Context: an optimization exercise on an open-source flow, tuned for small area. The choices shown serve that exercise and are no tape-out recipe. Function was checked by simulation only, so behaviour that the tests miss may differ from the original. Power is estimated from default activity; no workload was simulated. The flow treats the clock pin as an ideal source, which a real chip does not have.

==> flow/design.v <==
`timescale 1ns / 1ps
module facedet_display(
    input wire clk,
    input wire rst,
    output wire [14:0] rd_addr,
    input wire [19:0] ii_rddata,
    input wire detected_flag,
    input wire continuous,
    output wire vga_hsync,
    output wire vga_vsync,
    output wire [3:0] vga_r,
    output wire [3:0] vga_g,
    output wire [3:0] vga_b
    );
    reg [9:0] hpos;
    reg [9:0] vcnt;
    wire line_end = ((!hpos[9] && !hpos[8] && !hpos[7] && hpos[3] && hpos[2] && hpos[1]));      
    wire frame_end = ((vcnt[9] && vcnt[3] && vcnt[2] && vcnt[1]));     
    always @(posedge clk) begin
        if (rst) begin
            hpos <= 10'd239;
            vcnt <= 10'd522;
        end else if (line_end) begin
            hpos <= 10'd239;
            vcnt <= frame_end ? 10'd2 : vcnt + 10'd1;
        end else begin
            hpos <= hpos + 10'd1;
        end
    end
    wire rows = ((vcnt[8] && !vcnt[7] && !vcnt[6] && !vcnt[5]) || (vcnt[8] && !vcnt[7] && !vcnt[6] && !vcnt[4] && !vcnt[3]) || (vcnt[8] && !vcnt[7] && !vcnt[6] && !vcnt[4] && !vcnt[2]) || (vcnt[8] && !vcnt[7] && !vcnt[6] && !vcnt[4] && !vcnt[1]) || (!vcnt[8] && vcnt[7] && vcnt[5] && vcnt[4] && vcnt[2] && vcnt[1]) || (!vcnt[8] && vcnt[7] && vcnt[5] && vcnt[4] && vcnt[3]) || (!vcnt[8] && vcnt[7] && vcnt[6]));
    wire addr_en = rows && ((hpos[9] && !hpos[8] && !hpos[7]) || (!hpos[9] && hpos[8] && hpos[7] && hpos[6] && hpos[5]));
    wire data_en = rows && ((hpos[9] && !hpos[8] && !hpos[7]) || (!hpos[9] && hpos[8] && hpos[7] && hpos[6] && hpos[5] && hpos[4]) || (!hpos[9] && hpos[8] && hpos[7] && hpos[6] && hpos[5] && hpos[3]) || (!hpos[9] && hpos[8] && hpos[7] && hpos[6] && hpos[5] && hpos[2]) || (!hpos[8] && hpos[7] && !hpos[6] && !hpos[5] && !hpos[4] && !hpos[3] && !hpos[2] && !hpos[0]) || (!hpos[9] && hpos[8] && hpos[7] && hpos[6] && hpos[5] && hpos[1] && hpos[0]) || (!hpos[8] && hpos[7] && !hpos[6] && !hpos[5] && !hpos[4] && !hpos[3] && !hpos[2] && !hpos[1]));
    wire addr_clr = (((vcnt[8] && vcnt[7] && vcnt[6] && vcnt[5] && !vcnt[4] && vcnt[3] && vcnt[2] && !vcnt[1] && !vcnt[0])) && !((!hpos[9] && !hpos[8] && hpos[7] && !hpos[4]))) || ((vcnt[9]) || (vcnt[8] && vcnt[7] && vcnt[6] && vcnt[5] && vcnt[3] && vcnt[2] && vcnt[0]) || (vcnt[8] && vcnt[7] && vcnt[6] && vcnt[5] && vcnt[3] && vcnt[2] && vcnt[1]) || (vcnt[8] && vcnt[7] && vcnt[6] && vcnt[5] && vcnt[4]));
    reg [9:0] addr_hi;
    always @(posedge clk) begin
        if (addr_clr)
            addr_hi <= 10'd0;
        else if (addr_en && (hpos[4:0] == 5'd31))
            addr_hi <= addr_hi + 10'd1;
    end
    assign rd_addr = {addr_hi, addr_en ? hpos[4:0] : 5'd0};
    reg [639:0] ring;
    wire [3:0] above = ring[639:636];
    wire [3:0] feed = data_en ? ii_rddata[3:0] : (addr_clr ? 4'd0 : above);
    always @(posedge clk)
        ring <= {ring[635:0], feed};
    wire [3:0] diff = ii_rddata[3:0] - above;
    reg [3:0] row_buff;
    reg [3:0] bw_reg;
    reg [3:0] grey;
    always @(posedge clk) begin
        if (addr_clr)
            row_buff <= 4'd0;
        else if (data_en)
            row_buff <= diff;
        bw_reg <= data_en ? diff - row_buff : 4'd0;
        grey <= bw_reg;
    end
    reg cont_q, det_q;
    always @(posedge clk) begin
        cont_q <= continuous;
        det_q <= detected_flag;
    end
    wire rect = ((!hpos[9] && !hpos[7] && hpos[6] && hpos[4] && hpos[2]) || (!hpos[9] && !hpos[7] && hpos[6] && hpos[4] && hpos[3]) || (!hpos[9] && !hpos[7] && hpos[6] && hpos[5]) || (!hpos[9] && hpos[7] && !hpos[6] && !hpos[5]) || (!hpos[9] && hpos[7] && !hpos[6] && !hpos[4]) || (!hpos[9] && hpos[7] && !hpos[6] && !hpos[3])) && ((!vcnt[8] && !vcnt[7] && vcnt[6] && vcnt[5] && vcnt[2] && vcnt[1]) || (!vcnt[8] && !vcnt[7] && vcnt[6] && vcnt[5] && vcnt[3]) || (!vcnt[8] && !vcnt[7] && vcnt[6] && vcnt[5] && vcnt[4]) || (!vcnt[8] && vcnt[7] && !vcnt[6]) || (!vcnt[8] && vcnt[7] && !vcnt[5] && !vcnt[4] && !vcnt[3]) || (!vcnt[8] && vcnt[7] && !vcnt[5] && !vcnt[4] && !vcnt[2] && !vcnt[1]) || (!vcnt[8] && vcnt[7] && !vcnt[5] && !vcnt[4] && !vcnt[2] && !vcnt[0]));
    wire vwin = ((!vcnt[8] && vcnt[7] && !vcnt[6] && !vcnt[5] && vcnt[4] && vcnt[0]) || (!vcnt[8] && vcnt[7] && !vcnt[6] && !vcnt[5] && vcnt[4] && vcnt[1]) || (!vcnt[8] && vcnt[7] && !vcnt[6] && !vcnt[5] && vcnt[4] && vcnt[2]) || (!vcnt[8] && vcnt[7] && !vcnt[6] && !vcnt[5] && vcnt[4] && vcnt[3]));
    wire hwin = ((!hpos[8] && hpos[7] && hpos[6] && hpos[5] && !hpos[4] && !hpos[3]) || (!hpos[8] && hpos[7] && hpos[6] && hpos[5] && !hpos[4] && !hpos[2]) || (!hpos[8] && hpos[7] && hpos[6] && !hpos[5] && hpos[4] && hpos[3] && hpos[2] && hpos[0]) || (!hpos[8] && hpos[7] && hpos[6] && !hpos[5] && hpos[4] && hpos[3] && hpos[2] && hpos[1]));
    wire [2:0] ady = vcnt[3] ? vcnt[2:0] : 3'd0 - vcnt[2:0];
    wire [2:0] adx = (!hpos[4] && (hpos[3] || hpos[2])) ? hpos[2:0] - 3'd4 : 3'd4 - hpos[2:0];
    reg dot_t;
    always @* begin
        case ({adx, ady})
            6'd0: dot_t = 1'b1;
            6'd1: dot_t = 1'b1;
            6'd2: dot_t = 1'b1;
            6'd3: dot_t = 1'b1;
            6'd4: dot_t = 1'b1;
            6'd5: dot_t = 1'b1;
            6'd6: dot_t = 1'b1;
            6'd7: dot_t = 1'b1;
            6'd8: dot_t = 1'b1;
            6'd9: dot_t = 1'b1;
            6'd10: dot_t = 1'b1;
            6'd11: dot_t = 1'b1;
            6'd12: dot_t = 1'b1;
            6'd13: dot_t = 1'b1;
            6'd14: dot_t = 1'b1;
            6'd15: dot_t = 1'b1;
            6'd16: dot_t = 1'b1;
            6'd17: dot_t = 1'b1;
            6'd18: dot_t = 1'b1;
            6'd19: dot_t = 1'b1;
            6'd20: dot_t = 1'b1;
            6'd21: dot_t = 1'b1;
            6'd22: dot_t = 1'b1;
            6'd24: dot_t = 1'b1;
            6'd25: dot_t = 1'b1;
            6'd26: dot_t = 1'b1;
            6'd27: dot_t = 1'b1;
            6'd28: dot_t = 1'b1;
            6'd29: dot_t = 1'b1;
            6'd30: dot_t = 1'b1;
            6'd32: dot_t = 1'b1;
            6'd33: dot_t = 1'b1;
            6'd34: dot_t = 1'b1;
            6'd35: dot_t = 1'b1;
            6'd36: dot_t = 1'b1;
            6'd37: dot_t = 1'b1;
            6'd40: dot_t = 1'b1;
            6'd41: dot_t = 1'b1;
            6'd42: dot_t = 1'b1;
            6'd43: dot_t = 1'b1;
            6'd44: dot_t = 1'b1;
            6'd45: dot_t = 1'b1;
            6'd48: dot_t = 1'b1;
            6'd49: dot_t = 1'b1;
            6'd50: dot_t = 1'b1;
            6'd51: dot_t = 1'b1;
            6'd56: dot_t = 1'b1;
            6'd57: dot_t = 1'b1;
            default: dot_t = 1'b0;
        endcase
    end
    wire dot = vwin && hwin && dot_t;
    wire xr = (rect && !cont_q) || (dot && !det_q);
    wire xg = (rect && !cont_q) || (dot && det_q);
    wire xb = rect && cont_q;
    assign vga_hsync = !((hpos[9] && hpos[8] && hpos[7] && !hpos[5] && hpos[2]) || (hpos[9] && hpos[8] && hpos[7] && !hpos[6] && hpos[5]) || (hpos[9] && hpos[8] && hpos[7] && !hpos[5] && hpos[1]) || (hpos[9] && hpos[8] && hpos[7] && !hpos[5] && hpos[4]) || (hpos[9] && hpos[8] && hpos[7] && hpos[6] && !hpos[5]) || (hpos[9] && hpos[8] && hpos[7] && !hpos[6] && hpos[3]) || (hpos[9] && hpos[8] && hpos[7] && !hpos[5] && hpos[0]) || (hpos[9] && hpos[8] && hpos[7] && hpos[6] && !hpos[4] && !hpos[3] && !hpos[2] && !hpos[1] && !hpos[0]));
    assign vga_vsync = !(((vcnt[8] && vcnt[7] && vcnt[6] && vcnt[5] && !vcnt[4] && vcnt[3] && vcnt[2] && !vcnt[1] && vcnt[0])) || (((vcnt[8] && vcnt[7] && vcnt[6] && vcnt[5] && !vcnt[4] && vcnt[3] && vcnt[2] && !vcnt[1] && !vcnt[0])) && !((!hpos[9] && !hpos[8] && hpos[7] && !hpos[3] && !hpos[2] && !hpos[1]) || (!hpos[9] && !hpos[8] && hpos[7] && !hpos[4]) || (!hpos[9] && !hpos[8] && hpos[7] && !hpos[3] && !hpos[2] && !hpos[0]))) ||
                         (((vcnt[8] && vcnt[7] && vcnt[6] && vcnt[5] && !vcnt[4] && vcnt[3] && vcnt[2] && vcnt[1] && !vcnt[0])) && ((!hpos[9] && !hpos[8] && hpos[7] && !hpos[3] && !hpos[2] && !hpos[1]) || (!hpos[9] && !hpos[8] && hpos[7] && !hpos[4]) || (!hpos[9] && !hpos[8] && hpos[7] && !hpos[3] && !hpos[2] && !hpos[0]))));
    assign vga_r = {4{xr}} | grey;
    assign vga_g = {4{xg}} | grey;
    assign vga_b = {4{xb}} | grey;
endmodule
==> flow/flow/run.sh <==
#!/bin/bash
# Standard layout with four changes: ABC maps the logic with an area-oriented
# script (the flip-flops and their names are those of the standard
# synthesis), logic cells are shrunk to their smallest drive after
# floorplanning, port buffers use the smallest buffer cell, and clock tree
# synthesis runs without dummy loads and with larger sink clusters.
set -euo pipefail
here=$(pwd)
cp -r "$FLOW_HOME/scripts" "$here/scripts"
cp "$here/flow/abc_area.script" "$here/scripts/abc_speed.script"
export SCRIPTS_DIR=$here/scripts
export POST_FLOORPLAN_TCL=$here/flow/downsize.tcl
export BUFFER_PORTS_ARGS="-buffer_cell sky130_fd_sc_hd__buf_1"
export CTS_ARGS="-sink_clustering_enable -repair_clock_nets -dont_use_dummy_load -sink_clustering_size 36 -sink_clustering_max_diameter 100 -sink_clustering_buffer sky130_fd_sc_hd__clkbuf_16 -buf_list sky130_fd_sc_hd__clkbuf_4 -root_buf sky130_fd_sc_hd__clkbuf_8"
bash standard.sh > $here/standard.log 2>&1
==> flow/flow/abc_area.script <==
&get -n
&st
&dch
&nf -p
&st
&syn2
&dch
&nf -p
&st
&syn2
&dch
&nf -p
&st
&syn2
&dch
&nf -p
&st
&dch
&nf -R 1000 -p
&put
==> flow/flow/downsize.tcl <==
# Shrink each logic cell to the smallest drive strength of its family. The
# design has several ns of slack at its period; the resizer's later
# repair_design restores drive wherever a slew or load limit needs it.
set dont_use [split $::env(DONT_USE_CELLS)]
set n 0
set saved 0.0
foreach inst [get_cells *] {
  set master [get_property $inst ref_name]
  if { ![regexp {^(sky130_fd_sc_hd__[a-z0-9]+)_([0-9]+)$} $master -> base sz] } { continue }
  if { [regexp {^sky130_fd_sc_hd__(df|ed|sd|dl|tap|fill|decap|conb|clk|probe|lpflow)} $master] } { continue }
  set cur [lindex [get_lib_cells */$master] 0]
  set best $master
  set best_area [get_property $cur area]
  set area0 $best_area
  foreach lc [get_lib_cells */${base}_*] {
    set name [get_property $lc name]
    if { ![regexp "^${base}_\[0-9\]+\$" $name] } { continue }
    if { [lsearch -exact $dont_use $name] >= 0 } { continue }
    set a [get_property $lc area]
    if { $a < $best_area } {
      set best $name
      set best_area $a
    }
  }
  if { $best ne $master } {
    replace_cell $inst $best
    incr n
    set saved [expr {$saved + $area0 - $best_area}]
  }
}
puts "downsize.tcl: replaced $n cells, [format %.1f $saved] um2 less"
==> flow/standard.sh <==
#!/bin/bash
# synth_recipe.tcl (not shown) runs the flow's synth.tcl, then flattens the netlist and writes it again
# the make line also repeats each setting of config.mk as NAME=value (left out here)
make -C /OpenROAD-flow-scripts/flow DESIGN_CONFIG=/design/flow/config.mk WORK_HOME=/design/flow/orfs CLKGATE_MAP_FILE= SYNTH_SCRIPT=/design/flow/synth_recipe.tcl "${@:-finish}"
==> flow/config.mk <==
export PLATFORM = sky130hd
export DESIGN_NAME = facedet_display
export DESIGN_NICKNAME = facedet_display
export VERILOG_FILES = /design/flow/design.v
export SDC_FILE = /design/flow/constraint.sdc
export NUM_CORES = 4
export LEC_CHECK = 0
export CAP_MARGIN = 20
export CORE_MARGIN = 2
export CORE_UTILIZATION = 45
export PLACE_DENSITY = 0.6
export SLEW_MARGIN = 20
==> flow/constraint.sdc <==
create_clock -name core_clock -period 12.0 [get_ports {clk}]
set_input_delay 2.4000 -clock core_clock [delete_from_list [all_inputs] [get_ports {clk}]]
set_output_delay 2.4000 -clock core_clock [all_outputs]
set_load 0.01 [all_outputs]
==> reports/results.txt, run 1 <==
Status -> complete, no violations
Syn_nets -> 970
Worst Path Required -> 9600 ps
# hold bufs at CTS -> 0
Placed cells -> 1418
Vias in the first global route -> 5660
Area grow syn2layout -> 8.095%
DR vias -> 5935
Top FF cell, synth -> dfxtp_1
Main area contributors after synthesis -> dfxtp_1, ha_1, nor2_1, nand2_1, a21oi_1
Setup Viol. Count Final -> 0
HPWL after DPL -> 8.943 mm
First-pass GRT wire length -> 28.08 mm
Register area share after synthesis -> 0.9030
Die area -> 35180 um^2
EDFF count, synth -> 0
Num CTS Buffers -> 22
Crit path launch -> vcnt[1]
Initial antenna violation count -> 1
Peak VDD IR -> 107.9 uV
Critical Path AT -> 3200 ps
Max Freq -> 178.5 MHz
CTS clk-pin slew, worst paths -> 120 ps
Vias/cell -> 4.122
WHS Endpoint -> ring[158]
Detailed Routing Iterations Pass 1 -> 4
Final worst path period need -> 5602 ps
Fin crit share -> 0.4668
Max-cap check violation count -> 0
XOR/XNOR Fraction of Synth Area -> 0.006931
GRT overflow -> 0
Simple-Gate Fraction of Synth Area -> 0.04621
CTS tree -> done
Worst R2R Path Depth -> 10
Leak pwr -> 0.006417 uW
Worst Skew -> 28.21 ps
Effective utilization at floorplan -> 0.4545
DR iter-0 viols -> 351
Critical path capture point type -> output pin
Die W -> 187.6 um
Worst hold start -> ring[154]
Resized cells post-CTS -> 0
Antenna diode count -> 0
GP Congestion -> 0.8178
DRC -> 0
Final ANT Viol Nets -> 0
Final setup margin -> 6398 ps
Worst Path Max Fanout -> 8
Synth Area in Adders -> 0.01254
Cell area power density -> 200.1 nW/um^2
Least-Margin Pin Slew -> 768.5 ps
Layout cells sized above 1 -> 0.02419
IO Pins -> 53
Largest family of logic cells by synthesized area -> simple AND/OR/NAND/NOR gates
Syn Std Cell Area -> 15160 um^2
Flops & latches, synth -> 684
RSZ-0062 raised after global routing -> no
Setup crit start kind -> flop
Finished Layout Cells -> 1440
Final wirelength -> 16.58 mm
Area of the placeable core -> 33360 um^2
WL per Instance -> 11.51 um
Post-synth top area cell -> dfxtp_1
Max FFs per register -> 640
CTS root buf -> clkbuf_8
Pins over their slew limit -> 0
Gr usage total -> 0.09541
FF-to-FF setup slack -> 9180 ps
CP Class -> reg -> out
Post-CTS Setup Bufs -> 0
Clock Latency Late Sink -> 630 ps
Worst hold path depth -> 0
Multiplexer area fraction after synthesis -> 0.0006601
Compound-Gate Fraction of Synth Area -> 0.02690
PortBufs -> 36
Synth cell types -> 38
Mapped Avg Cell Area -> 16.27 um^2
Placement Setup Slack -> 7093 ps
Row cnt -> 67
Reg-to-Reg End -> addr_hi[9]
Slew margin rel. -> 0.4853
Post-Synthesis Cells -> 932
Setup tns final -> 0 ps
H-Tree Depth -> 1
Clock sink count -> 684
Largest net degree at the start of global routing -> 37
Die Span Y -> 187.6 um
Async SR Flop Fraction -> 0
R2R Path Start -> vcnt[3]
Final layout net count -> 1032
Post-synth top area share -> 0.9030
Yosys warns -> 1
Fin. Hold Viols -> 0
Register bank with the most flops -> ring
Clock buffer depth -> 3
Hold WC Path Type -> reg -> reg
## worst max-delay path, stage by stage (launching register included)
cell and delay, ps:
dfxtp_1 500, clkinv_1 190, ha_1 370, mux2i_1 200, nor2_1 60, or3b_1 340
nor3b_1 160, nor4_1 440, or3_1 180, buf_1 150
## worst max-delay path by stage
stage / end / cells past startpoint
finish: vga_r[0] / 9
global route: vga_r[2] / 9
CTS: vga_r[0] / 9
detailed placement: vga_r[0] / 9
global placement: vga_r[0] / 9
floorplan: vga_r[0] / 8
## placed cells by master, fill, tap and decap left out, types with 10 or more instances in the layout
cell,Yosys,final
a21oi_1,21,21
buf_1,0,36
clkbuf_16,0,19
clkinv_1,15,15
dfxtp_1,684,684
ha_1,12,12
nand2_1,29,29
nand2b_1,10,10
nand4_1,10,10
nor2_1,33,33
nor3_1,16,16
o21ai_0,15,14
## layer usage
layer  global-route usage  share of wire  routed length (um)  vias to the layer above
met5                    0        0.00072                  12                        -
met4              0.02635          0.027                 440                        2
met3              0.02040          0.044                 726                       31
met2               0.1232           0.34                5710                       87
met1               0.1576           0.58                9687                     2712
li1                     -              -                   -                     3103
## where the power goes
group,total (uW),switching [uW],leakage (uW),internal (uW)
Clock,893,584,0.000256,309
Sequential,2310,24.3,0.00551,2280
Combinational,81.1,47.7,0.000646,33.4
## cells by family after synthesis
family                   Yosys count
AO/OA/AOI/OAI                     66
XOR/XNOR                          12
adder cells (fa/ha/maj)           14
buffers and inverters             15
flip-flops                       684
multiplexers                       1
AND/OR/NAND/NOR                  140
## final cells by class
| class | instances | area [um^2] |
|---|---|---|
| fillers | 2887 | 16970 |
| flip-flops and latches | 684 | 13690 |
| multi-input cells | 233 | 1414 |
| well taps | 448 | 560.5 |
| clock buffers | 22 | 516.7 |
| repair buffers | 38 | 150.1 |
| inverters | 15 | 56.30 |
## stage by stage
step | hold WS, ps | total power [uW] | util | instance area (um^2)
2_1_floorplan | 309.6 | 2413 | - | 15160
3_3_place_gp | 312.2 | 2435 | 0.4758 | 15870
3_5_place_dp | 312.1 | 2437 | 0.4758 | 15870
4_1_cts | 321.2 | 3316 | 0.4913 | 16390
5_1_grt | 332.1 | 3405 | 0.4913 | 16390
6_report | 319.6 | 3280 | 0.4913 | 16390
## cells in the mapped netlist, drive strengths merged (6+ instances only)
master,instances
nand3,7
a21oi,21
nor2b,8
and3,8
nor2,33
a31oi,6
nor3,16
xnor2,6
nand2,29
nand4,10
dfxtp,684
xor2,6
clkinv,15
o21ai,15
nand2b,10
ha,12
==> run 2: changes to the inputs <==
--- a/flow/flow/run.sh
+++ b/flow/flow/run.sh
@@ -5,3 +5,4 @@
 # floorplanning, port buffers use the smallest buffer cell, and clock tree
-# synthesis runs without dummy loads and with larger sink clusters.
+# synthesis runs without dummy loads, with larger sink clusters and with
+# smaller buffers above the leaf level.
 set -euo pipefail
@@ -13,3 +14,3 @@
 export BUFFER_PORTS_ARGS="-buffer_cell sky130_fd_sc_hd__buf_1"
-export CTS_ARGS="-sink_clustering_enable -repair_clock_nets -dont_use_dummy_load -sink_clustering_size 36 -sink_clustering_max_diameter 100 -sink_clustering_buffer sky130_fd_sc_hd__clkbuf_16 -buf_list sky130_fd_sc_hd__clkbuf_4 -root_buf sky130_fd_sc_hd__clkbuf_8"
+export CTS_ARGS="-sink_clustering_enable -repair_clock_nets -dont_use_dummy_load -sink_clustering_size 37 -sink_clustering_max_diameter 100 -sink_clustering_buffer sky130_fd_sc_hd__clkbuf_16 -buf_list sky130_fd_sc_hd__clkbuf_4 -root_buf sky130_fd_sc_hd__clkbuf_8"
 bash standard.sh > $here/standard.log 2>&1
==> run 2 against run 1 <==
Final area is the same. Hold slack lost 37 ps. Count of clock-buffer cells in the layout is the same. Sequential share of layout area is the same. Non-clock buffer count is the same. Via count shrank 0.12%. Total power shrank 0.23%. Routed wire length shrank 1.4%. Sequential power is essentially flat. Highest routed layer unchanged. First-iteration DRC count grew 17%. Area after synthesis is the same.
==> reports/results.txt, run 2 <==
Synth cell types -> 38 (unchanged)
Max-cap check violation count -> 0 (unchanged)
Synth Area in Adders -> 0.01254 (unchanged)
R2R Path Start -> vcnt[3] (unchanged)
Initial antenna violation count -> 1 (unchanged)
Row cnt -> 67 (unchanged)
XOR/XNOR Fraction of Synth Area -> 0.006931 (unchanged)
Peak VDD IR -> 91.82 uV (was 107.9 uV)
Post-synth top cells -> dfxtp_1, nor2_1, nand2_1 (unchanged)
Most common cell after layout, fill and taps aside -> dfxtp_1 (unchanged)
Worst hold slack -> 282.7 ps (was 319.6 ps)
CP Class -> reg -> out (unchanged)
# hold bufs at CTS -> 0 (unchanged)
Post-synth top area cell -> dfxtp_1 (unchanged)
Slew margin rel. -> 0.4859 (was 0.4853)
Fin. Hold Viols -> 0 (unchanged)
Top FF cell, synth -> dfxtp_1 (unchanged)
Die area -> 35180 um^2 (unchanged)
Max FFs per register -> 640 (unchanged)
Simple-Gate Fraction of Synth Area -> 0.04621 (unchanged)
Flops & latches, synth -> 684 (unchanged)
Finished Cell Area -> 16390 um^2 (unchanged)
Compound-Gate Fraction of Synth Area -> 0.02690 (unchanged)
Largest net degree at the start of global routing -> 38 (was 37)
Num CTS Buffers -> 22 (unchanged)
Area of the placeable core -> 33360 um^2 (unchanged)
PortBufs -> 36 (unchanged)
IO Pins -> 53 (unchanged)
Hold WC Path Type -> reg -> reg (unchanged)
Gr usage total -> 0.09452 (was 0.09541)
CTS root buf -> clkbuf_8 (unchanged)
Final wirelength -> 16.35 mm (was 16.58 mm)
GRT overflow -> 0 (unchanged)
Setup Viol. Count Final -> 0 (unchanged)
HPWL after DPL -> 8.943 mm (unchanged)
Core Util, Final -> 0.4913 (unchanged)
Yosys warns -> 1 (unchanged)
Final setup margin -> 6441 ps (was 6398 ps)
DRC -> 0 (unchanged)
CTS clk-pin slew, worst paths -> 120 ps (about the same)
Die Span Y -> 187.6 um (unchanged)
Area grow syn2layout -> 8.095% (unchanged)
H-Tree Depth -> 1 (unchanged)
EDFF count, synth -> 0 (unchanged)
Crit path launch -> vcnt[1] (unchanged)
Layout cells sized above 1 -> 0.02419 (unchanged)
CTS tree -> done (unchanged)
Die W -> 187.6 um (unchanged)
Multiplexer area fraction after synthesis -> 0.0006601 (unchanged)
Register bank with the most flops -> ring (unchanged)
Worst Path Required -> 9600 ps (about the same)
Most frequent cells in the layout -> dfxtp_1, buf_1, nor2_1 (unchanged)
Syn_nets -> 970 (unchanged)
Clock Latency Late Sink -> 640 ps (was 630 ps)
Least-Margin Pin Slew -> 767.6 ps (was 768.5 ps)
Vias in the first global route -> 5619 (was 5660)
Syn Std Cell Area -> 15160 um^2 (unchanged)
DP Area -> 15870 um^2 (unchanged)
Worst hold start -> ring[554] (was ring[154])
Effective utilization at floorplan -> 0.4545 (unchanged)
Resized cells post-CTS -> 0 (unchanged)
Cell area power density -> 199.7 nW/um^2 (was 200.1 nW/um^2)
Clock sink count -> 684 (unchanged)
Register area share after synthesis -> 0.9030 (unchanged)
RSZ-0062 raised after global routing -> no (unchanged)
Async SR Flop Fraction -> 0 (unchanged)
Detailed Routing Iterations Pass 1 -> 5 (was 4)
Critical Path AT -> 3160 ps (was 3200 ps)
Final layout net count -> 1032 (unchanged)
Final worst path period need -> 5559 ps (was 5602 ps)
Mapped Avg Cell Area -> 16.27 um^2 (unchanged)
Leak pwr -> 0.006417 uW (unchanged)
DR vias -> 5928 (was 5935)
Vias/cell -> 4.117 (was 4.122)
Main area contributors after synthesis -> dfxtp_1, ha_1, nor2_1, nand2_1, a21oi_1 (unchanged)
First-pass GRT wire length -> 27.93 mm (was 28.08 mm)
Post-CTS Setup Bufs -> 0 (unchanged)
Antenna diode count -> 0 (unchanged)
Final ANT Viol Nets -> 0 (unchanged)
Fin crit share -> 0.4633 (was 0.4668)
Max Freq -> 179.9 MHz (was 178.5 MHz)
DR iter-0 viols -> 410 (was 351)
Status -> complete, no violations (unchanged)
Largest family of logic cells by synthesized area -> simple AND/OR/NAND/NOR gates (unchanged)
Post-Synthesis Cells -> 932 (unchanged)
WL per Instance -> 11.36 um (was 11.51 um)
Worst Skew -> 62.79 ps (was 28.21 ps)
Post-synth top area share -> 0.9030 (unchanged)
Count leader, synth -> dfxtp_1 (unchanged)
Clock buffer depth -> 3 (unchanged)
Placement Setup Slack -> 7093 ps (unchanged)
Critical path capture point type -> output pin (unchanged)
GP Congestion -> 0.8178 (unchanged)
Pins over their slew limit -> 0 (unchanged)
Setup crit start kind -> flop (unchanged)
Worst Path Max Fanout -> 8 (unchanged)
Setup tns final -> 0 ps (unchanged)
## run 2: final cells by class
| cell class | count | area [um^2] |
|---|---|---|
| clock buffer | 22 | 516.7 |
| fill | 2883 | 16970 |
| tap | 448 | 560.5 |
| inverter | 15 | 56.30 |
| sequential | 684 | 13690 |
| timing repair buffer | 38 | 150.1 |
| multi-input combinational | 233 | 1414 |
## run 2: per-layer routing
metal / share of wire / up-vias / track usage
met1: 0.59 / 2700 / 0.1572
met2: 0.35 / 92 / 0.1218
met4: 0.023 / 2 / 0.02665
met5: 0.00073 / - / 0
met3: 0.039 / 27 / 0.01853
li1: - / 3107 / -
## run 2: per-stage QoR
stage               cells  total power (uW)
floorplan             932              2413
global placement     1418              2435
detailed placement   1418              2437
CTS                  1440              3312
global route         1440              3401
finish               1440              3273
## run 2: logic make-up after synthesis
family,after synthesis
compound gates,66
xor+xnor,12
fa+ha+maj,14
buf+inv,15
flops,684
mux,1
simple gates,140
## run 2: worst paths after layout
check | end | slack, ps | cells after the start
worst max-delay path | vga_r[0] | 6440 | 9
worst min-delay path | ring[558] | 280 | 0
worst max register to register | addr_hi[9] | 9200 | 10
worst min register to register | ring[558] | 280 | 0
## run 2: power by group
| group | leakage (uW) | internal (uW) | total (uW) | switching, uW |
|---|---|---|---|---|
| Sequential | 0.00551 | 2280 | 2310 | 24.4 |
| Combinational | 0.000646 | 33.4 | 80.9 | 47.4 |
| Clock | 0.000256 | 310 | 886 | 576 |
## run 2: critical path, cell delays in order, from the launching register on
cell	delay [ps]
dfxtp_1	490
clkinv_1	190
ha_1	370
mux2i_1	200
nor2_1	60
or3b_1	340
nor3b_1	160
nor4_1	440
or3_1	180
buf_1	150
==> run 3: changes to the inputs <==
--- a/flow/flow/run.sh
+++ b/flow/flow/run.sh
@@ -14,3 +14,3 @@
 export BUFFER_PORTS_ARGS="-buffer_cell sky130_fd_sc_hd__buf_1"
-export CTS_ARGS="-sink_clustering_enable -repair_clock_nets -dont_use_dummy_load -sink_clustering_size 37 -sink_clustering_max_diameter 100 -sink_clustering_buffer sky130_fd_sc_hd__clkbuf_16 -buf_list sky130_fd_sc_hd__clkbuf_4 -root_buf sky130_fd_sc_hd__clkbuf_8"
+export CTS_ARGS="-sink_clustering_enable -repair_clock_nets -dont_use_dummy_load -sink_clustering_size 36 -apply_ndr full -sink_clustering_max_diameter 100 -sink_clustering_buffer sky130_fd_sc_hd__clkbuf_16 -buf_list sky130_fd_sc_hd__clkbuf_4 -root_buf sky130_fd_sc_hd__clkbuf_8"
 bash standard.sh > $here/standard.log 2>&1
==> run 3 against run 2 <==
Flip-flop and latch count stayed put. Clock power is 0.8% higher. Die area stayed put. Register-to-register slack worse by 20 ps. Synthesized cell count stayed put. Critical path type unchanged. Largest cell class unchanged. Largest power group unchanged.
==> reports/results.txt, run 3 <==
Leak pwr -> 0.006417 uW (unchanged)
CTS tree -> done (unchanged)
Syn Std Cell Area -> 15160 um^2 (unchanged)
Final layout net count -> 1032 (unchanged)
Critical Path AT -> 3200 ps (was 3160 ps)
Worst Skew -> 28.21 ps (was 62.79 ps)
Clock sink count -> 684 (unchanged)
GP Congestion -> 0.8178 (unchanged)
Hold WC Path Type -> reg -> reg (unchanged)
Die Span Y -> 187.6 um (unchanged)
RSZ-0062 raised after global routing -> no (unchanged)
Clock Latency Late Sink -> 630 ps (was 640 ps)
CTS root buf -> clkbuf_8 (unchanged)
# hold bufs at CTS -> 0 (unchanged)
Post-CTS Setup Bufs -> 0 (unchanged)
First-pass GRT wire length -> 28.08 mm (was 27.93 mm)
Critical path capture point type -> output pin (unchanged)
Count leader, synth -> dfxtp_1 (unchanged)
Fin. Hold Viols -> 0 (unchanged)
Synth cell types -> 38 (unchanged)
DRC -> 0 (unchanged)
Max FFs per register -> 640 (unchanged)
Vias/cell -> 4.122 (was 4.117)
EDFF count, synth -> 0 (unchanged)
Setup Viol. Count Final -> 0 (unchanged)
Fin crit share -> 0.4668 (was 0.4633)
Effective utilization at floorplan -> 0.4545 (unchanged)
Resized cells post-CTS -> 0 (unchanged)
Core Util, Final -> 0.4913 (unchanged)
Area grow syn2layout -> 8.095% (unchanged)
Antenna diode count -> 0 (unchanged)
Flops & latches, synth -> 684 (unchanged)
Most frequent cells in the layout -> dfxtp_1, buf_1, nor2_1 (unchanged)
Clock buffer depth -> 3 (unchanged)
Final setup margin -> 6398 ps (was 6441 ps)
Top FF cell, synth -> dfxtp_1 (unchanged)
Peak VDD IR -> 107.9 uV (was 91.82 uV)
Row cnt -> 67 (unchanged)
Detailed Routing Iterations Pass 1 -> 4 (was 5)
Post-synth top cells -> dfxtp_1, nor2_1, nand2_1 (unchanged)
Post-synth top area cell -> dfxtp_1 (unchanged)
Pins over their slew limit -> 0 (unchanged)
Largest net degree at the start of global routing -> 37 (was 38)
IO Pins -> 53 (unchanged)
Layout cells sized above 1 -> 0.02419 (unchanged)
Post-synth top area share -> 0.9030 (unchanged)
DR iter-0 viols -> 351 (was 410)
Syn_nets -> 970 (unchanged)
Finished Layout Cells -> 1440 (unchanged)
Num CTS Buffers -> 22 (unchanged)
Register area share after synthesis -> 0.9030 (unchanged)
HPWL after DPL -> 8.943 mm (unchanged)
Vias in the first global route -> 5660 (was 5619)
CTS clk-pin slew, worst paths -> 120 ps (about the same)
Slew margin rel. -> 0.4853 (was 0.4859)
Final ANT Viol Nets -> 0 (unchanged)
CP Class -> reg -> out (unchanged)
Least-Margin Pin Slew -> 768.5 ps (was 767.6 ps)
H-Tree Depth -> 1 (unchanged)
Setup crit start kind -> flop (unchanged)
Worst Path Required -> 9600 ps (about the same)
Gr usage total -> 0.09541 (was 0.09452)
Worst Path Max Fanout -> 8 (unchanged)
GRT overflow -> 0 (unchanged)
WL per Instance -> 11.51 um (was 11.36 um)
Main area contributors after synthesis -> dfxtp_1, ha_1, nor2_1, nand2_1, a21oi_1 (unchanged)
Area of the placeable core -> 33360 um^2 (unchanged)
Max-cap check violation count -> 0 (unchanged)
Setup tns final -> 0 ps (unchanged)
Die area -> 35180 um^2 (unchanged)
Die W -> 187.6 um (unchanged)
PortBufs -> 36 (unchanged)
Placed cells -> 1418 (unchanged)
Cell area power density -> 200.1 nW/um^2 (was 199.7 nW/um^2)
Final wirelength -> 16.58 mm (was 16.35 mm)
DR vias -> 5935 (was 5928)
Most common cell after layout, fill and taps aside -> dfxtp_1 (unchanged)
Placement Setup Slack -> 7093 ps (unchanged)
Max Freq -> 178.5 MHz (was 179.9 MHz)
Initial antenna violation count -> 1 (unchanged)
Final Power -> 3280 uW (was 3273 uW)
Register bank with the most flops -> ring (unchanged)
Mapped Avg Cell Area -> 16.27 um^2 (unchanged)
Yosys warns -> 1 (unchanged)
Status -> complete, no violations (unchanged)
Final worst path period need -> 5602 ps (was 5559 ps)
Async SR Flop Fraction -> 0 (unchanged)
Post-Synthesis Cells -> 932 (unchanged)
## run 3: cell counts after synthesis
Identical to the previous run, type by type.
## run 3: logic make-up (layout without fill, tap and decap cells)
logic type,Yosys count,in the layout,share of synthesized area
fa+ha+maj,14,14,0.01254
xor+xnor,12,12,0.006931
flops,684,684,0.9030
simple gates,140,140,0.04621
mux,1,1,0.0006601
buf+inv,15,75,0.003713
compound gates,66,66,0.02690
## run 3: path summary, 6_finish.rpt
check	startpoint	to	slack (ps)	cells past startpoint
setup / recovery	vcnt[1]	vga_r[0]	6400	9
hold / removal	ring[154]	ring[158]	320	0
setup reg to reg	vcnt[3]	addr_hi[9]	9180	10
hold reg to reg	ring[154]	ring[158]	320	0
## run 3: layout make-up
class,instances,area [um^2]
fillers,2887,16970
flip-flops and latches,684,13690
multi-input cells,233,1414
well taps,448,560.5
clock buffers,22,516.7
repair buffers,38,150.1
inverters,15,56.30
## run 3: where the power goes
| part | leakage (uW) | internal [uW] | switching, uW |
|---|---|---|---|
| clock network | 0.000256 | 309 | 584 |
| logic | 0.000646 | 33.4 | 47.7 |
| registers | 0.00551 | 2280 | 24.3 |
## run 3: worst max-delay path, cell delays in order, from the launching register on
cell	delay (ps)
dfxtp_1	500
clkinv_1	190
ha_1	370
mux2i_1	200
nor2_1	60
or3b_1	340
nor3b_1	160
nor4_1	440
or3_1	180
buf_1	150
## run 3: per-layer routing
| layer | up-vias | share of wire | wire length, um | track usage |
|---|---|---|---|---|
| met4 | 2 | 0.027 | 440 | 0.02635 |
| met3 | 31 | 0.044 | 726 | 0.02040 |
| met1 | 2712 | 0.58 | 9687 | 0.1576 |
| met5 | - | 0.00072 | 12 | 0 |
| li1 | 3103 | - | - | - |
| met2 | 87 | 0.34 | 5710 | 0.1232 |
## run 3: stage by stage
step / hold slack (ps) / instance area, um^2
3_5_place_dp: 312.1 / 15870
6_report: 319.6 / 16390
5_1_grt: 332.1 / 16390
2_1_floorplan: 309.6 / 15160
3_3_place_gp: 312.2 / 15870
4_1_cts: 321.2 / 16390
==> run 4: changes to the inputs <==
==> flow/flow/run.sh (replaced) <==
#!/bin/bash
# Standard layout with these changes: ABC maps all the logic, adders
# included, with an area-oriented script (the flip-flops and their names are
# those of the standard synthesis), logic cells are shrunk to their smallest drive after
# floorplanning, port buffers use the smallest buffer cell, and clock tree
# synthesis runs without dummy loads, with larger sink clusters and with
# smaller buffers above the leaf level.
set -euo pipefail
here=$(pwd)
cp -r "$FLOW_HOME/scripts" "$here/scripts"
cp "$here/flow/abc_area.script" "$here/scripts/abc_speed.script"
export SCRIPTS_DIR=$here/scripts
export ADDER_MAP_FILE=
export POST_FLOORPLAN_TCL=$here/flow/downsize.tcl
export BUFFER_PORTS_ARGS="-buffer_cell sky130_fd_sc_hd__buf_1"
export CTS_ARGS="-sink_clustering_enable -repair_clock_nets -dont_use_dummy_load -sink_clustering_size 37 -sink_clustering_max_diameter 100 -sink_clustering_buffer sky130_fd_sc_hd__clkbuf_16 -buf_list sky130_fd_sc_hd__clkbuf_4 -root_buf sky130_fd_sc_hd__clkbuf_8"
bash standard.sh > $here/standard.log 2>&1
==> flow/flow/abc_area.script (replaced) <==
&get -n
&st
&dch
&nf -p
&st
&syn2
&dch
&nf -p
&st
&dch
&nf -R 1000 -p
&put
==> run 4 against run 3 <==
Critical path type unchanged. Critical path depth rose by 1. Routed wire length shrank 5.3%. Hold slack worse by 38 ps. Via count is 2.5% lower. First-iteration DRC count decreased by 3.7%. Count of clock-buffer cells in the layout did not move. Sequential power hardly changed. Highest routed layer is now met4. Clock power shrank 1%. Area after synthesis fell by 1.1%.
==> reports/results.txt, run 4 <==
Status -> complete, no violations (unchanged)
Setup crit start kind -> flop (unchanged)
Fin crit share -> 0.4525 (was 0.4668)
H-Tree Depth -> 1 (unchanged)
Register area share after synthesis -> 0.9132 (was 0.9030)
IO Pins -> 53 (unchanged)
First-pass GRT wire length -> 26.70 mm (was 28.08 mm)
Setup Viol. Count Final -> 0 (unchanged)
Vias in the first global route -> 5375 (was 5660)
Effective utilization at floorplan -> 0.4585 (was 0.4545)
Die W -> 186.5 um (was 187.6 um)
EDFF count, synth -> 0 (unchanged)
Pins over their slew limit -> 0 (unchanged)
Final layout net count -> 1000 (was 1032)
Die Span Y -> 186.5 um (was 187.6 um)
Detailed Routing Iterations Pass 1 -> 4 (unchanged)
Slew margin rel. -> 0.4180 (was 0.4853)
Flops & latches, synth -> 684 (unchanged)
Post-CTS Setup Bufs -> 0 (unchanged)
Finished Layout Cells -> 1416 (was 1440)
Max incr delay on CP -> 540 ps (was 500 ps)
Main area contributors after synthesis -> dfxtp_1, a21oi_1, nor2_1, o21ai_0, nand2_1 (was dfxtp_1, ha_1, nor2_1, nand2_1, a21oi_1)
WL per Instance -> 11.09 um (was 11.51 um)
Layout cells sized above 1 -> 0.02259 (was 0.02419)
Antenna diode count -> 0 (unchanged)
RSZ-0062 raised after global routing -> no (unchanged)
Num CTS Buffers -> 22 (unchanged)
Most common cell after layout, fill and taps aside -> dfxtp_1 (unchanged)
Fin. Hold Viols -> 0 (unchanged)
Row cnt -> 66 (was 67)
Post-synth top cells -> dfxtp_1, nor2_1, a21oi_1 (was dfxtp_1, nor2_1, nand2_1)
CTS clk-pin slew, worst paths -> 120 ps (about the same)
Post-Synthesis Cells -> 916 (was 932)
CP Class -> reg -> out (unchanged)
DRC -> 0 (unchanged)
GP Congestion -> 0.8532 (was 0.8178)
GRT overflow -> 0 (unchanged)
Critical path's slowest cell -> or4_1 (was dfxtp_1)
Worst Path Required -> 9600 ps (about the same)
Global Route met3 Usage -> 0.01824 (was 0.02040)
Setup tns final -> 0 ps (unchanged)
GR Util met1 -> 0.1517 (was 0.1576)
Worst Path Max Fanout -> 7 (was 8)
Worst Skew -> 41.84 ps (was 28.21 ps)
Mapped Avg Cell Area -> 16.37 um^2 (was 16.27 um^2)
PortBufs -> 36 (unchanged)
Least-Margin Pin Slew -> 863.9 ps (was 768.5 ps)
Post-synth top area cell -> dfxtp_1 (unchanged)
Clock Latency Late Sink -> 620 ps (was 630 ps)
Count leader, synth -> dfxtp_1 (unchanged)
CTS tree -> done (unchanged)
Area grow syn2layout -> 8.036% (was 8.095%)
Largest net degree at the start of global routing -> 38 (was 37)
DR iter-0 viols -> 338 (was 351)
Cell area power density -> 198.1 nW/um^2 (was 200.1 nW/um^2)
Max FFs per register -> 640 (unchanged)
Syn Std Cell Area -> 14990 um^2 (was 15160 um^2)
Final ANT Viol Nets -> 0 (unchanged)
Final wirelength -> 15.70 mm (was 16.58 mm)
Worst-path cell chain -> nor2_1 > nor2_1 > a211oi_1 > a21oi_1 > o311ai_0 > a21oi_1 > or4_1 > o21ai_0 > or2_0 > buf_1 (was clkinv_1 > ha_1 > mux2i_1 > nor2_1 > or3b_1 > nor3b_1 > nor4_1 > or3_1 > buf_1)
Max Freq -> 184.1 MHz (was 178.5 MHz)
Post-synth top area share -> 0.9132 (was 0.9030)
Max-cap check violation count -> 0 (unchanged)
Leak pwr -> 0.006264 uW (was 0.006417 uW)
Async SR Flop Fraction -> 0 (unchanged)
Area of the placeable core -> 32700 um^2 (was 33360 um^2)
Register bank with the most flops -> ring (unchanged)
Die area -> 34800 um^2 (was 35180 um^2)
HPWL after DPL -> 8.413 mm (was 8.943 mm)
Resized cells post-CTS -> 0 (unchanged)
Synth cell types -> 33 (was 38)
Most frequent cells in the layout -> dfxtp_1, buf_1, nor2_1 (unchanged)
Top FF cell, synth -> dfxtp_1 (unchanged)
Most used routing layer -> met1 (unchanged)
Syn_nets -> 940 (was 970)
DR vias -> 5787 (was 5935)
Clock buffer depth -> 3 (unchanged)
Placed cells -> 1394 (was 1418)
GRT met2 Usage -> 0.1141 (was 0.1232)
Peak VDD IR -> 113.4 uV (was 107.9 uV)
# hold bufs at CTS -> 0 (unchanged)
Final worst path period need -> 5430 ps (was 5602 ps)
Clock sink count -> 684 (unchanged)
Hold WC Path Type -> reg -> reg (unchanged)
Gr usage total -> 0.09045 (was 0.09541)
Initial antenna violation count -> 0 (was 1)
Critical Path AT -> 3030 ps (was 3200 ps)
Yosys warns -> 1 (unchanged)
CTS root buf -> clkbuf_8 (unchanged)
Critical path capture point type -> output pin (unchanged)
Vias/cell -> 4.087 (was 4.122)
## run 4: cell types whose count changed after synthesis, sizes merged, moves of 4 or more
| cell | before | now |
|---|---|---|
| ha | 12 | 0 |
| clkinv | 15 | 5 |
| o21ai | 15 | 25 |
| or2 | 1 | 11 |
| nor3 | 16 | 9 |
| a21oi | 21 | 27 |
| nand2 | 29 | 23 |
| nor2b | 8 | 12 |
| o31ai | 5 | 1 |
| or3 | 5 | 1 |
## run 4: kinds of logic after synthesis
kind of cell | after synthesis | synth area share
DFF | 684 | 0.9132
and+or+nand+nor | 138 | 0.04806
AOI/OAI and AO/OA | 76 | 0.02979
adders and majority gates | 1 | 0.0006676
xor gates and xnor gates | 12 | 0.007009
buffers and inverters | 5 | 0.001252
## run 4: power breakdown
group          internal, uW  leakage (uW)  switching [uW]  total (uW)
sequential             2280       0.00551            12.9        2290
clock                   310      0.000256             575         884
combinational          15.8      0.000500            20.0        35.8
total                  2600       0.00626             608        3210
## run 4: through the flow
step,cell area (um^2),hold WS (ps),util,power (uW),setup WS (ps)
after global routing,16200,277.7,0.4954,3332,6263
after CTS,16200,285.0,0.4954,3250,6517
after global placement,15680,311.6,0.4796,2374,7271
after detailed placement,15680,312.1,0.4796,2375,7190
final,16200,281.2,0.4954,3209,6570
after floorplan,14990,309.6,-,2364,7618
## run 4: layout make-up
type / instances / area (um^2)
flip-flops and latches: 684 / 13690
well taps: 442 / 553.0
clock buffers: 22 / 516.7
fillers: 2762 / 16500
multi-input cells: 227 / 1282
inverters: 5 / 18.77
repair buffers: 36 / 135.1
## run 4: critical path: cells and delay by family, from the launching register on
kind | cells | cell delay [ps]
flip-flops | 1 | 390
AO/OA/AOI/OAI | 5 | 820
buffers and inverters | 1 | 150
AND/OR/NAND/NOR | 4 | 1070
## run 4: worst paths after layout
| check | from | end | slack (ps) | cells after the start |
|---|---|---|---|---|
| setup / recovery | vcnt[0] | vga_g[0] | 6570 | 10 |
| hold / removal | ring[120] | ring[124] | 280 | 0 |
| setup reg to reg | vcnt[2] | ring[3] | 9030 | 8 |
| hold reg to reg | ring[120] | ring[124] | 280 | 0 |
## run 4: routing by layer
layer,vias to the layer above,wire (um)
met5,-,0
met4,0,392
met3,26,690
met2,96,5316
met1,2624,9306
li1,3041,-
==> run 5: changes to the inputs <==
--- a/flow/flow/run.sh
+++ b/flow/flow/run.sh
@@ -15,3 +15,3 @@
 export BUFFER_PORTS_ARGS="-buffer_cell sky130_fd_sc_hd__buf_1"
-export CTS_ARGS="-sink_clustering_enable -repair_clock_nets -dont_use_dummy_load -sink_clustering_size 37 -sink_clustering_max_diameter 100 -sink_clustering_buffer sky130_fd_sc_hd__clkbuf_16 -buf_list sky130_fd_sc_hd__clkbuf_4 -root_buf sky130_fd_sc_hd__clkbuf_8"
+export CTS_ARGS="-sink_clustering_enable -repair_clock_nets -dont_use_dummy_load -sink_clustering_size 36 -sink_clustering_max_diameter 100 -sink_clustering_buffer sky130_fd_sc_hd__clkbuf_16 -buf_list sky130_fd_sc_hd__clkbuf_4 -root_buf sky130_fd_sc_hd__clkbuf_8"
 bash standard.sh > $here/standard.log 2>&1
==> run 5 against run 4 <==
Still clean on timing, DRC and antenna. Total power about the same. Synthesized cell count unchanged. Clock power about the same. Critical endpoint unchanged. Largest power group unchanged.
==> reports/results.txt, run 5 <==
Crit path launch -> vcnt[0] (unchanged)
Post-synth top area share -> 0.9132 (unchanged)
Compound-Gate Fraction of Synth Area -> 0.02979 (unchanged)
Max-cap check violation count -> 0 (unchanged)
Yosys warns -> 1 (unchanged)
Area of the placeable core -> 32700 um^2 (unchanged)
R2R Path Start -> vcnt[2] (unchanged)
Count leader, synth -> dfxtp_1 (unchanged)
Largest net degree at the start of global routing -> 37 (was 38)
Post-synth top area cell -> dfxtp_1 (unchanged)
Detailed Routing Iterations Pass 1 -> 4 (unchanged)
Final-layout fill cell count -> 2763 (was 2762)
Vias/cell -> 4.082 (was 4.087)
Critical Path AT -> 3020 ps (was 3030 ps)
Layout cells sized above 1 -> 0.02259 (unchanged)
Vias in the first global route -> 5374 (was 5375)
Critical path capture point type -> output pin (unchanged)
Worst Path Max Fanout -> 7 (unchanged)
Initial antenna violation count -> 0 (unchanged)
Post-CTS Setup Bufs -> 0 (unchanged)
DRC -> 0 (unchanged)
Flops & latches, synth -> 684 (unchanged)
Synth Area in Adders -> 0.0006676 (unchanged)
Max FFs per register -> 640 (unchanged)
Antenna diode count -> 0 (unchanged)
CP Class -> reg -> out (unchanged)
Worst Path Required -> 9600 ps (about the same)
Placed cells -> 1394 (unchanged)
Reg-to-Reg End -> ring[2] (was ring[3])
Finished Layout Cells -> 1416 (unchanged)
Max Freq -> 184.4 MHz (was 184.1 MHz)
CTS tree -> done (unchanged)
Effective utilization at floorplan -> 0.4585 (unchanged)
H-Tree Depth -> 1 (unchanged)
Async SR Flop Fraction -> 0 (unchanged)
Peak VDD IR -> 112.0 uV (was 113.4 uV)
Gr usage total -> 0.09020 (was 0.09045)
Cell area power density -> 198.2 nW/um^2 (was 198.1 nW/um^2)
Area grow syn2layout -> 8.036% (unchanged)
XOR/XNOR Fraction of Synth Area -> 0.007009 (unchanged)
Setup crit start kind -> flop (unchanged)
Die Span Y -> 186.5 um (unchanged)
Leak pwr -> 0.006264 uW (unchanged)
Worst R2R Path Depth -> 8 (unchanged)
Syn Std Cell Area -> 14990 um^2 (unchanged)
Worst Skew -> 27.09 ps (was 41.84 ps)
Top FF cell, synth -> dfxtp_1 (unchanged)
Fin. Hold Viols -> 0 (unchanged)
Syn_nets -> 940 (unchanged)
Critical path's slowest cell -> or4_1 (unchanged)
Most common cell after layout, fill and taps aside -> dfxtp_1 (unchanged)
Register area share after synthesis -> 0.9132 (unchanged)
FF-to-FF setup slack -> 9030 ps (about the same)
Multiplexer area fraction after synthesis -> 0 (unchanged)
Clock sink count -> 684 (unchanged)
GRT overflow -> 0 (unchanged)
Main area contributors after synthesis -> dfxtp_1, a21oi_1, nor2_1, o21ai_0, nand2_1 (unchanged)
Worst hold path depth -> 0 (unchanged)
Final ANT Viol Nets -> 0 (unchanged)
HPWL after DPL -> 8.413 mm (unchanged)
Register bank with the most flops -> ring (unchanged)
CTS root buf -> clkbuf_8 (unchanged)
Final layout net count -> 1000 (unchanged)
Setup tns final -> 0 ps (unchanged)
Setup Viol. Count Final -> 0 (unchanged)
DR iter-0 viols -> 323 (was 338)
Post-Synthesis Cells -> 916 (unchanged)
RSZ-0062 raised after global routing -> no (unchanged)
Crit path capture -> vga_g[0] (unchanged)
IO Pins -> 53 (unchanged)
CTS clk-pin slew, worst paths -> 120 ps (about the same)
PortBufs -> 36 (unchanged)
Row cnt -> 66 (unchanged)
Fin crit share -> 0.4519 (was 0.4525)
Post-synth top cells -> dfxtp_1, nor2_1, a21oi_1 (unchanged)
Resized cells post-CTS -> 0 (unchanged)
Largest family of logic cells by synthesized area -> simple AND/OR/NAND/NOR gates (unchanged)
Worst-path cell chain -> nor2_1 > nor2_1 > a211oi_1 > a21oi_1 > o311ai_0 > a21oi_1 > or4_1 > o21ai_0 > or2_0 > buf_1 (unchanged)
GP Congestion -> 0.8532 (unchanged)
Final wirelength -> 15.73 mm (was 15.70 mm)
WL per Instance -> 11.11 um (was 11.09 um)
Pins over their slew limit -> 0 (unchanged)
Clock Latency Late Sink -> 620 ps (about the same)
Final worst path period need -> 5423 ps (was 5430 ps)
Least-Margin Pin Slew -> 872.1 ps (was 863.9 ps)
Slew margin rel. -> 0.4174 (was 0.4180)
Max incr delay on CP -> 540 ps (about the same)
Status -> complete, no violations (unchanged)
Synth cell types -> 33 (unchanged)
Worst hold slack -> 315.5 ps (was 281.2 ps)
Most frequent cells in the layout -> dfxtp_1, buf_1, nor2_1 (unchanged)
Hold WC Path Type -> reg -> reg (unchanged)
Die area -> 34800 um^2 (unchanged)
Clock buffer depth -> 3 (unchanged)
First-pass GRT wire length -> 26.64 mm (was 26.70 mm)
Num CTS Buffers -> 22 (unchanged)
Die W -> 186.5 um (unchanged)
# hold bufs at CTS -> 0 (unchanged)
Simple-Gate Fraction of Synth Area -> 0.04806 (unchanged)
DR vias -> 5780 (was 5787)
Mapped Avg Cell Area -> 16.37 um^2 (unchanged)
EDFF count, synth -> 0 (unchanged)
==> run 5: cell counts in the layout (fill, tap and decap cells not counted) <==
No cell type changed its count.
==> run 5: per-layer routing <==
layer,up-vias,global-route usage,share of wire
met5,-,0,0
met4,0,0.02595,0.024
met3,26,0.01975,0.043
met2,81,0.1151,0.34
met1,2632,0.1493,0.60
li1,3041,-,-
==> run 5: worst min path at each step <==
stage	startpoint	endpoint	slack (ps)
after floorplan	bw_reg[0]	grey[0]	310
after global placement	ring[635]	ring[639]	310
after detailed placement	ring[113]	ring[117]	310
after CTS	ring[207]	ring[211]	310
after global routing	ring[207]	ring[211]	310
final	ring[207]	ring[211]	320
==> run 5: cell type report <==
cell class,count,area [um^2],area share
Tap cell,442,553.0,0.03414
Inverter,5,18.77,0.001159
Multi-Input combinational cell,227,1282,0.07917
Clock buffer,22,516.7,0.03190
Timing Repair Buffer,36,135.1,0.008342
Sequential cell,684,13690,0.8453
==> run 5: kinds of logic (layout without fill, tap and decap cells) <==
| family | count (synthesis) | in the layout |
|---|---|---|
| compound gates | 76 | 76 |
| xor+xnor | 12 | 12 |
| fa+ha+maj | 1 | 1 |
| buf+inv | 5 | 63 |
| flops | 684 | 684 |
| simple gates | 138 | 138 |
==> run 5: critical path: cells and delay by family, from the launching register on <==
family	cells	cell delay (ps)
DFF	1	390
AOI/OAI and AO/OA	5	820
and+or+nand+nor	4	1070
buffers and inverters	1	150
==> run 5: per-stage QoR <==
stage	total power, uW	utilization	setup slack (ps)	instance area, um^2
after floorplan	2364	-	7618	14990
after global placement	2374	0.4796	7271	15680
after detailed placement	2375	0.4796	7190	15680
after CTS	3249	0.4954	6513	16200
after global routing	3330	0.4954	6266	16200
final	3210	0.4954	6577	16200
==> run 5: where the power goes <==
group / leakage, uW / switching [uW] / internal [uW] / total, uW
clock network: 0.000256 / 576 / 309 / 886
registers: 0.00551 / 13.2 / 2280 / 2290
logic: 0.000500 / 20.0 / 15.8 / 35.8
==> run 6: changes to the inputs <==
--- a/flow/flow/run.sh
+++ b/flow/flow/run.sh
@@ -15,3 +15,3 @@
 export BUFFER_PORTS_ARGS="-buffer_cell sky130_fd_sc_hd__buf_1"
-export CTS_ARGS="-sink_clustering_enable -repair_clock_nets -dont_use_dummy_load -sink_clustering_size 36 -sink_clustering_max_diameter 100 -sink_clustering_buffer sky130_fd_sc_hd__clkbuf_16 -buf_list sky130_fd_sc_hd__clkbuf_4 -root_buf sky130_fd_sc_hd__clkbuf_8"
+export CTS_ARGS="-sink_clustering_enable -repair_clock_nets -dont_use_dummy_load -sink_clustering_size 38 -sink_clustering_max_diameter 100 -sink_clustering_buffer sky130_fd_sc_hd__clkbuf_16 -buf_list sky130_fd_sc_hd__clkbuf_4 -root_buf sky130_fd_sc_hd__clkbuf_8"
 bash standard.sh > $here/standard.log 2>&1
==> run 6 against run 5 <==
Clock skew is 22 ps higher. First-iteration DRC count rose by 9.6%. Total power fell by 0.35%. Final cell count about the same. Fmax grew 0.17%. Critical endpoint unchanged. Highest routed layer unchanged.
==> reports/results.txt, run 6 <==
Status -> complete, no violations (unchanged)
Area of the placeable core -> 32700 um^2 (unchanged)
Flops & latches, synth -> 684 (unchanged)
Pins over their slew limit -> 0 (unchanged)
H-Tree Depth -> 1 (unchanged)
Clock buffer depth -> 3 (unchanged)
Largest net degree at the start of global routing -> 39 (was 37)
Mapped Avg Cell Area -> 16.37 um^2 (unchanged)
Post-synth top area share -> 0.9132 (unchanged)
HPWL after DPL -> 8.413 mm (unchanged)
# hold bufs at CTS -> 0 (unchanged)
Max Freq -> 184.7 MHz (was 184.4 MHz)
RSZ-0062 raised after global routing -> no (unchanged)
Syn_nets -> 940 (unchanged)
Max FFs per register -> 640 (unchanged)
CTS root buf -> clkbuf_8 (unchanged)
Flop pwr share -> 0.716 (was 0.713)
CTS clk-pin slew, worst paths -> 120 ps (about the same)
Sw Share -> 0.1911 (was 0.1898)
Gr usage total -> 0.09010 (was 0.09020)
Slew margin rel. -> 0.4150 (was 0.4174)
Setup Viol. Count Final -> 0 (unchanged)
Synth cell types -> 33 (unchanged)
Row cnt -> 66 (unchanged)
Syn Std Cell Area -> 14990 um^2 (unchanged)
Vias in the first global route -> 5371 (was 5374)
Vias/cell -> 4.069 (was 4.082)
Post-CTS Setup Bufs -> 0 (unchanged)
Post-Synthesis Cells -> 916 (unchanged)
Peak VDD IR -> 92.92 uV (was 112.0 uV)
GP Congestion -> 0.8532 (unchanged)
Fin crit share -> 0.4511 (was 0.4519)
Setup tns final -> 0 ps (unchanged)
CP Class -> reg -> out (unchanged)
Final wirelength -> 15.75 mm (was 15.73 mm)
Worst hold start -> ring[207] (unchanged)
Top FF cell, synth -> dfxtp_1 (unchanged)
WL per Instance -> 11.13 um (was 11.11 um)
Comb pwr share -> 0.011 (about the same)
Register area share after synthesis -> 0.9132 (unchanged)
Setup crit start kind -> flop (unchanged)
WHS Endpoint -> ring[211] (unchanged)
Die Span Y -> 186.5 um (unchanged)
Fin. Hold Viols -> 0 (unchanged)
Post-synth top cells -> dfxtp_1, nor2_1, a21oi_1 (unchanged)
FF-to-FF setup slack -> 9040 ps (was 9030 ps)
Critical Path AT -> 3010 ps (was 3020 ps)
Async SR Flop Fraction -> 0 (unchanged)
Register bank with the most flops -> ring (unchanged)
Worst hold path depth -> 0 (unchanged)
Die area -> 34800 um^2 (unchanged)
Max-cap check violation count -> 0 (unchanged)
P_sw -> 611.2 uW (was 609.4 uW)
Most common cell after layout, fill and taps aside -> dfxtp_1 (unchanged)
CTS tree -> done (unchanged)
Clock Power Share -> 0.273 (was 0.276)
Hold WC Path Type -> reg -> reg (unchanged)
Resized cells post-CTS -> 0 (unchanged)
Clock Latency Late Sink -> 620 ps (about the same)
Final worst path period need -> 5414 ps (was 5423 ps)
Yosys warns -> 1 (unchanged)
PortBufs -> 36 (unchanged)
EDFF count, synth -> 0 (unchanged)
Critical path capture point type -> output pin (unchanged)
Die W -> 186.5 um (unchanged)
Effective utilization at floorplan -> 0.4585 (unchanged)
Post-synth top area cell -> dfxtp_1 (unchanged)
Initial antenna violation count -> 0 (unchanged)
DRC -> 0 (unchanged)
First-pass GRT wire length -> 26.59 mm (was 26.64 mm)
Layout cells sized above 1 -> 0.02158 (was 0.02259)
Count leader, synth -> dfxtp_1 (unchanged)
Internal power -> 2588 uW (was 2601 uW)
Antenna diode count -> 0 (unchanged)
Final Power -> 3199 uW (was 3210 uW)
DR vias -> 5757 (was 5780)
Worst Path Max Fanout -> 7 (unchanged)
Leak pwr -> 0.006252 uW (was 0.006264 uW)
R2R Path Start -> vcnt[2] (unchanged)
Area grow syn2layout -> 7.869% (was 8.036%)
Worst Path Required -> 9600 ps (about the same)
Least-Margin Pin Slew -> 875.7 ps (was 872.1 ps)
Cell area power density -> 197.8 nW/um^2 (was 198.2 nW/um^2)
Final layout net count -> 999 (was 1000)
Detailed Routing Iterations Pass 1 -> 4 (unchanged)
Most frequent cells in the layout -> dfxtp_1, buf_1, nor2_1 (unchanged)
Num CTS Buffers -> 21 (was 22)
Main area contributors after synthesis -> dfxtp_1, a21oi_1, nor2_1, o21ai_0, nand2_1 (unchanged)
Worst R2R Path Depth -> 8 (unchanged)
IO Pins -> 53 (unchanged)
Worst Skew -> 49.24 ps (was 27.09 ps)
Clock sink count -> 684 (unchanged)
Final ANT Viol Nets -> 0 (unchanged)
DR iter-0 viols -> 354 (was 323)
Reg-to-Reg End -> ring[3] (was ring[2])
GRT overflow -> 0 (unchanged)
-- run 6: per-stage QoR --
step                hold WS [ps]  worst slack [ps]  std cells    util  instance area, um^2
global placement           311.6              7271       1394  0.4796                15680
global route               286.2              6286       1415  0.4946                16170
floorplan                  309.6              7618        916       -                14990
detailed placement         312.1              7190       1394  0.4796                15680
CTS                        286.5              6531       1415  0.4946                16170
finish                     298.6              6586       1415  0.4946                16170
-- run 6: power groups by stage --
stage	Clock, uW	Sequential, uW	Combinational, uW
after global routing	980	2290	41.0
after global placement	0	2340	34.8
after CTS	906	2290	35.6
after floorplan	0	2340	29.0
final	874	2290	35.8
after detailed placement	0	2340	35.2
-- run 6: routing by layer --
layer | track usage | vias up | share of wire
met3 | 0.01843 | 25 | 0.041
met1 | 0.1505 | 2612 | 0.60
met4 | 0.02625 | 0 | 0.025
li1 | - | 3039 | -
met5 | 0 | - | 0
met2 | 0.1142 | 81 | 0.33
-- run 6: cells by family after synthesis --
logic type      synth area share
buf+inv                 0.001252
compound gates           0.02979
flops                     0.9132
fa+ha+maj              0.0006676
simple gates             0.04806
xor+xnor                0.007009
-- run 6: worst max-delay path: stages, from the launching register on --
cell and delay (ps):
dfxtp_1 390, nor2_1 270, nor2_1 100, a211oi_1 230, a21oi_1 60, o311ai_0 120, a21oi_1 80, or4_1 540
o21ai_0 330, or2_0 160, buf_1 150
-- run 6: worst max path at each step --
stage,from,endpoint,cells after the start
2_1_floorplan,vcnt[0],vga_r[0],9
3_3_place_gp,vcnt[0],vga_r[0],10
3_5_place_dp,vcnt[1],vga_g[0],10
4_1_cts,vcnt[0],vga_g[0],10
5_1_grt,vcnt[0],vga_g[3],10
6_report,vcnt[0],vga_g[0],10
-- run 6: cell type report --
type / count / area [um^2]
inverters: 5 / 18.77
fillers: 2765 / 16530
flip-flops and latches: 684 / 13690
well taps: 442 / 553.0
clock buffers: 21 / 491.7
multi-input cells: 227 / 1282
repair buffers: 36 / 135.1

==> static timing again, ports no longer ideal <==
In the flow no input, the clock included, has a driving cell. The finished layouts below were timed again as built, in two steps. Step 1 assumes that a clkbuf_16 drives the clock port and a buf_2 every other input. Step 2, shift: input delay + t, output delay - t, t = (earliest + latest rising clock arrival at the registers) / 2. This alone moves slack from input paths to output paths. Slacks: no drivers / after step 1 / after step 2; pairs: no drivers / after step 1.
run | shift t [ns] | setup WS [ns] | worst hold slack (ns)
run 1 | 0.657 | 6.398 / 6.355 / 7.012 | 0.320 / 0.320 / 0.320
run 2 | 0.635 | 6.441 / 6.400 / 7.035 | 0.283 / 0.283 / 0.283
run 3 | 0.657 | 6.398 / 6.355 / 7.012 | 0.320 / 0.320 / 0.320
run 4 | 0.641 | 6.570 / 6.527 / 7.168 | 0.281 / 0.281 / 0.281
run 5 | 0.647 | 6.577 / 6.534 / 7.182 | 0.315 / 0.315 / 0.315
run 6 | 0.643 | 6.586 / 6.544 / 7.186 | 0.299 / 0.299 / 0.299
After both steps setup and hold are still met in every run listed.
